Background: an optimization exercise with open tools, aiming at small area, a short achievable clock period and few clock cycles per item. Do not read the settings as production practice.

Setup of old:
==> module atan, before the edit <==
module atan
(
    input                       clk         ,
    input                       rst_n       ,
    input                       trig        ,
    output                      vld         ,
    input       signed  [16:0]  para_in     ,
    output      signed  [11:0]  atany
);
reg         busy;
reg         vld_r;
reg  [8:1]  clr;     
reg  [18:0] x;
reg  [19:2] z;
reg  [2:0]  sc;      
reg  [11:1] acc;     
wire [8:0]  ct  = {clr, 1'b1};
wire [8:0]  h   = ct & ~{1'b0, ct[8:1]};      
always @(posedge clk or negedge rst_n)
    if (!rst_n) begin
        busy  <= 1'b0;
        vld_r <= 1'b0;
    end else begin
        busy  <= trig | (busy & ~clr[8]);
        vld_r <= busy & clr[8];
    end
assign vld = vld_r;
wire        s   = para_in[16];
wire [18:0] p4  = {para_in, 2'b00};
wire [18:0] y0  = s ? p4 + 19'd1024 : p4 - 19'd1024;
wire [18:0] x0  = s ? 19'd1024 - p4 : 19'd1024 + p4;
wire        d   = ~z[19];
wire [19:0] zf  = {z, 2'b00};
wire [18:0] xm  = {x[18:1] & {10'h3FF, ~clr}, 1'b0};
wire [19:0] zn  = {zf[18:0], 1'b0} + ({1'b0, xm} ^ {20{d}}) + d;
wire [18:0] za  = zf[18:0] ^ {19{zf[19]}};
wire [18:0] t1  = za >> 1;
wire [18:0] t2  = sc[0] ? t1 >> 2 : t1;
wire [18:0] t3  = sc[1] ? t2 >> 4 : t2;
wire [18:0] ty  = sc[2] ? t3 >> 8 : t3;
wire [18:0] xn  = x + ty + !d;
wire [11:0] k2  = ({12{h[0]}} & 12'd950) | ({12{h[1]}} & 12'd502) | ({12{h[2]}} & 12'd254)
                | {4'd0, h[3], h[4], h[5], h[6], h[7], h[8], 2'd0};
wire [11:1] accn = acc + (k2[11:1] & {11{d}});
always @(posedge clk) begin
    clr <= trig ? 8'd0 : {clr[7:1], 1'b1};
    sc  <= trig ? 3'd0 : sc + 3'd1;
    x   <= trig ? x0 : xn;
    z   <= trig ? {y0[18], y0[18:2]} : zn[19:2];
    acc <= trig ? (s ? 11'd1156 : 11'd1960) : accn;
end
wire        d9 = ~z[19];
wire [11:1] a1 = acc + 11'd1;
assign atany = {d9 ? a1 : acc, 1'b0};
endmodule
clock: 6.0 ns
lec_check: 0
abc_area: 1
cap_margin: 20
core_margin: 2
core_utilization: 50
setup_slack_margin: 3
slew_margin: 20
standard.sh (not shown) runs the stock make flow with config.mk's settings and CLKGATE_MAP_FILE= SYNTH_SCRIPT=/design/flow/synth_recipe.tcl, a recipe that flattens the netlist after the stock synthesis.
==> flow/flow/run.sh <==
#!/bin/bash
# Own layout flow: the standard flow (standard.sh, ORFS) with one change:
# the port buffers are the smallest buffer cell (every port still gets one).
# The make run writes its full output to a log of its own in this folder.
set -euo pipefail
here=$(pwd)
bash standard.sh \
  "BUFFER_PORTS_ARGS=-buffer_cell sky130_fd_sc_hd__buf_1" \
  finish > "$here/flow_make.log" 2>&1
The following lists how new was set up differently from old:
--- a/flow/design.v
+++ b/flow/design.v
@@ -12,7 +12,6 @@
 reg  [8:1]  clr;     
 reg  [18:0] x;
 reg  [19:2] z;
-reg  [2:0]  sc;      
 reg  [11:1] acc;     
 wire [8:0]  ct  = {clr, 1'b1};
 wire [8:0]  h   = ct & ~{1'b0, ct[8:1]};      
@@ -32,19 +31,25 @@
 wire        d   = ~z[19];
 wire [19:0] zf  = {z, 2'b00};
 wire [18:0] xm  = {x[18:1] & {10'h3FF, ~clr}, 1'b0};
-wire [19:0] zn  = {zf[18:0], 1'b0} + ({1'b0, xm} ^ {20{d}}) + d;
+wire [20:0] zc  = {zf[18:0], 1'b0, 1'b1} + {{1'b0, xm} ^ {20{d}}, d};
+wire [19:0] zn  = zc[20:1];
 wire [18:0] za  = zf[18:0] ^ {19{zf[19]}};
-wire [18:0] t1  = za >> 1;
-wire [18:0] t2  = sc[0] ? t1 >> 2 : t1;
-wire [18:0] t3  = sc[1] ? t2 >> 4 : t2;
-wire [18:0] ty  = sc[2] ? t3 >> 8 : t3;
-wire [18:0] xn  = x + ty + !d;
+wire [33:0] ze  = {15'd0, za};
+reg  [18:0] ty;
+integer i, j;
+always @(*) begin
+    ty = 19'd0;
+    for (i = 0; i < 8; i = i + 1)
+        for (j = 0; j < 19; j = j + 1)
+            ty[j] = ty[j] | (h[i] & ze[j + 2*i + 1]);
+end
+wire [19:0] xc  = {x, 1'b1} + {ty, !d};
+wire [18:0] xn  = xc[19:1];
 wire [11:0] k2  = ({12{h[0]}} & 12'd950) | ({12{h[1]}} & 12'd502) | ({12{h[2]}} & 12'd254)
                 | {4'd0, h[3], h[4], h[5], h[6], h[7], h[8], 2'd0};
 wire [11:1] accn = acc + (k2[11:1] & {11{d}});
 always @(posedge clk) begin
     clr <= trig ? 8'd0 : {clr[7:1], 1'b1};
-    sc  <= trig ? 3'd0 : sc + 3'd1;
     x   <= trig ? x0 : xn;
     z   <= trig ? {y0[18], y0[18:2]} : zn[19:2];
     acc <= trig ? (s ? 11'd1156 : 11'd1960) : accn;
## What came out
Utilization of old is on par with new.
Between old and new, the clock sink count is lower for new.
Going from old to new, the final standard cell area without fillers was found to have gone up by 4.9%.
As of new, first-iteration DRC count had risen by more than a quarter compared to old.
Die span in x in new vs old: up about 2.2%
new and old ended up with roughly the same worst hold margin.
No run of this note included a check of the RTL's function; only the layout flow was run.

========
## north
The RTL this note starts from:
==> flow/design.v <==
module atan
(
    input                       clk         ,
    input                       rst_n       ,
    input                       trig        ,
    output                      vld         ,
    input       signed  [16:0]  para_in     ,
    output      signed  [11:0]  atany
);
reg         busy;
reg         vld_r;
reg  [8:1]  clr;     
reg  [18:0] x;
reg  [19:2] z;
reg  [11:1] acc;     
wire [8:0]  ct  = {clr, 1'b1};
wire [8:0]  h   = ct & ~{1'b0, ct[8:1]};      
always @(posedge clk or negedge rst_n)
    if (!rst_n) begin
        busy  <= 1'b0;
        vld_r <= 1'b0;
    end else begin
        busy  <= trig | (busy & ~clr[8]);
        vld_r <= busy & clr[8];
    end
assign vld = vld_r;
wire        s   = para_in[16];
wire [18:0] p4  = {para_in, 2'b00};
wire [18:0] y0  = s ? p4 + 19'd1024 : p4 - 19'd1024;
wire [18:0] x0  = s ? 19'd1024 - p4 : 19'd1024 + p4;
wire        d   = ~z[19];
wire [19:0] zf  = {z, 2'b00};
wire [18:0] xm  = {x[18:1] & {10'h3FF, ~clr}, 1'b0};
wire [19:0] zn  = {zf[18:0], 1'b0} + ({1'b0, xm} ^ {20{d}}) + d;
wire [18:0] za  = zf[18:0] ^ {19{zf[19]}};
wire [33:0] ze  = {15'd0, za};
reg  [18:0] ty;
integer i, j;
always @(*) begin
    ty = 19'd0;
    for (i = 0; i < 8; i = i + 1)
        for (j = 0; j < 19; j = j + 1)
            ty[j] = ty[j] | (h[i] & ze[j + 2*i + 1]);
end
wire [19:0] xc  = {x, 1'b1} + {ty, !d};
wire [18:0] xn  = xc[19:1];
wire [11:0] k2  = ({12{h[0]}} & 12'd950) | ({12{h[1]}} & 12'd502) | ({12{h[2]}} & 12'd254)
                | {4'd0, h[3], h[4], h[5], h[6], h[7], h[8], 2'd0};
wire [11:1] accn = acc + (k2[11:1] & {11{d}});
always @(posedge clk) begin
    clr <= trig ? 8'd0 : {clr[7:1], 1'b1};
    x   <= trig ? x0 : xn;
    z   <= trig ? {y0[18], y0[18:2]} : zn[19:2];
    acc <= trig ? (s ? 11'd1156 : 11'd1960) : accn;
end
wire        d9 = ~z[19];
wire [11:1] a1 = acc + 11'd1;
assign atany = {d9 ? a1 : acc, 1'b0};
endmodule
==> flow/config.mk <==
export PLATFORM = sky130hd
export DESIGN_NAME = atan
export DESIGN_NICKNAME = atan
export VERILOG_FILES = /design/flow/design.v
export SDC_FILE = /design/flow/constraint.sdc
export NUM_CORES = 4
export LEC_CHECK = 0
export ABC_AREA = 1
export CAP_MARGIN = 20
export CORE_MARGIN = 2
export CORE_UTILIZATION = 50
export SETUP_SLACK_MARGIN = 3
export SLEW_MARGIN = 20
==> flow/constraint.sdc <==
create_clock -name core_clock -period 6.0 [get_ports {clk}]
set_input_delay 1.2000 -clock core_clock [delete_from_list [all_inputs] [get_ports {clk}]]
set_output_delay 1.2000 -clock core_clock [all_outputs]
set_load 0.01 [all_outputs]
Scripts as last shown in full above: flow/flow/run.sh
## Diff of input files: south against north
--- a/flow/design.v
+++ b/flow/design.v
@@ -9,29 +9,29 @@
 );
 reg         busy;
 reg         vld_r;
-reg  [8:1]  clr;     
+reg  [8:0]  h;       
 reg  [18:0] x;
 reg  [19:2] z;
 reg  [11:1] acc;     
-wire [8:0]  ct  = {clr, 1'b1};
-wire [8:0]  h   = ct & ~{1'b0, ct[8:1]};      
+wire [8:1]  clr = {h[8], h[8] | h[7], |h[8:6], |h[8:5], |h[8:4], |h[8:3], |h[8:2], |h[8:1]};
 always @(posedge clk or negedge rst_n)
     if (!rst_n) begin
         busy  <= 1'b0;
         vld_r <= 1'b0;
     end else begin
-        busy  <= trig | (busy & ~clr[8]);
-        vld_r <= busy & clr[8];
+        busy  <= trig | (busy & ~h[8]);
+        vld_r <= busy & h[8];
     end
 assign vld = vld_r;
 wire        s   = para_in[16];
 wire [18:0] p4  = {para_in, 2'b00};
 wire [18:0] y0  = s ? p4 + 19'd1024 : p4 - 19'd1024;
 wire [18:0] x0  = s ? 19'd1024 - p4 : 19'd1024 + p4;
-wire        d   = ~z[19];
+reg         d;
 wire [19:0] zf  = {z, 2'b00};
 wire [18:0] xm  = {x[18:1] & {10'h3FF, ~clr}, 1'b0};
-wire [19:0] zn  = {zf[18:0], 1'b0} + ({1'b0, xm} ^ {20{d}}) + d;
+wire [20:0] zc  = {zf[18:0], 1'b0, 1'b1} + {{1'b0, xm} ^ {20{d}}, d};
+wire [19:0] zn  = zc[20:1];
 wire [18:0] za  = zf[18:0] ^ {19{zf[19]}};
 wire [33:0] ze  = {15'd0, za};
 reg  [18:0] ty;
@@ -48,12 +48,13 @@
                 | {4'd0, h[3], h[4], h[5], h[6], h[7], h[8], 2'd0};
 wire [11:1] accn = acc + (k2[11:1] & {11{d}});
 always @(posedge clk) begin
-    clr <= trig ? 8'd0 : {clr[7:1], 1'b1};
+    h   <= trig ? 9'd1 : {h[7:0], 1'b0};
     x   <= trig ? x0 : xn;
     z   <= trig ? {y0[18], y0[18:2]} : zn[19:2];
+    d   <= trig ? ~y0[18] : ~zn[19];
     acc <= trig ? (s ? 11'd1156 : 11'd1960) : accn;
 end
-wire        d9 = ~z[19];
+wire        d9 = d;
 wire [11:1] a1 = acc + 11'd1;
 assign atany = {d9 ? a1 : acc, 1'b0};
 endmodule
Findings:
- south ended with every stage complete and zero timing, DRC or antenna violations.
- Between south and north, the number of cells produced by synthesis is higher for north.
- The run showing the smaller final sequential cell count is north.
- Taking north as the reference, in south clock network contribution to total cell area picked up an extra 0.21 points, minimum clock period lost 0.072 ns.
- Status: total wire length after detailed routing parity (south, north)
- Standard cell with the maximum stage delay on the critical path = dfxtp_4: north; standard cell with the maximum stage delay on the critical path = or4_4: south
- The critical path capture point comes out atany[11] in one run and x[14]$_DFF_P_ in the other, namely in north and south respectively.
No functional check of the RTL was part of any run of this note.

[separate check: timing with driven ports]
Ports are ideal in the flow. The routed layouts listed here were re-timed in OpenROAD.
Step 1 assumes that a clkbuf_16 drives the clock port and a buf_2 every other input.
Step 2 times the ports against the registers' clock, not the clock port: input delays grow and output delays shrink by t, the midpoint of the rising clock arrivals with the driver on.
Three values: no drivers, after step 1, after step 2; two values: the first two.
run	shift t [ns]	setup WS [ns]	cell pins on the clock port's net
old	0.384	2.995 / 2.954 / 2.794	1
new	0.381	3.101 / 3.060 / 2.971	1
north	0.388	2.997 / 2.956 / 2.729	1
south	0.389	3.069 / 3.049 / 2.865	1
After both steps every run listed still meets setup and hold. For north, which loses most, drivers alone change the setup slack by -0.041 ns; drivers and shift together by -0.268 ns.
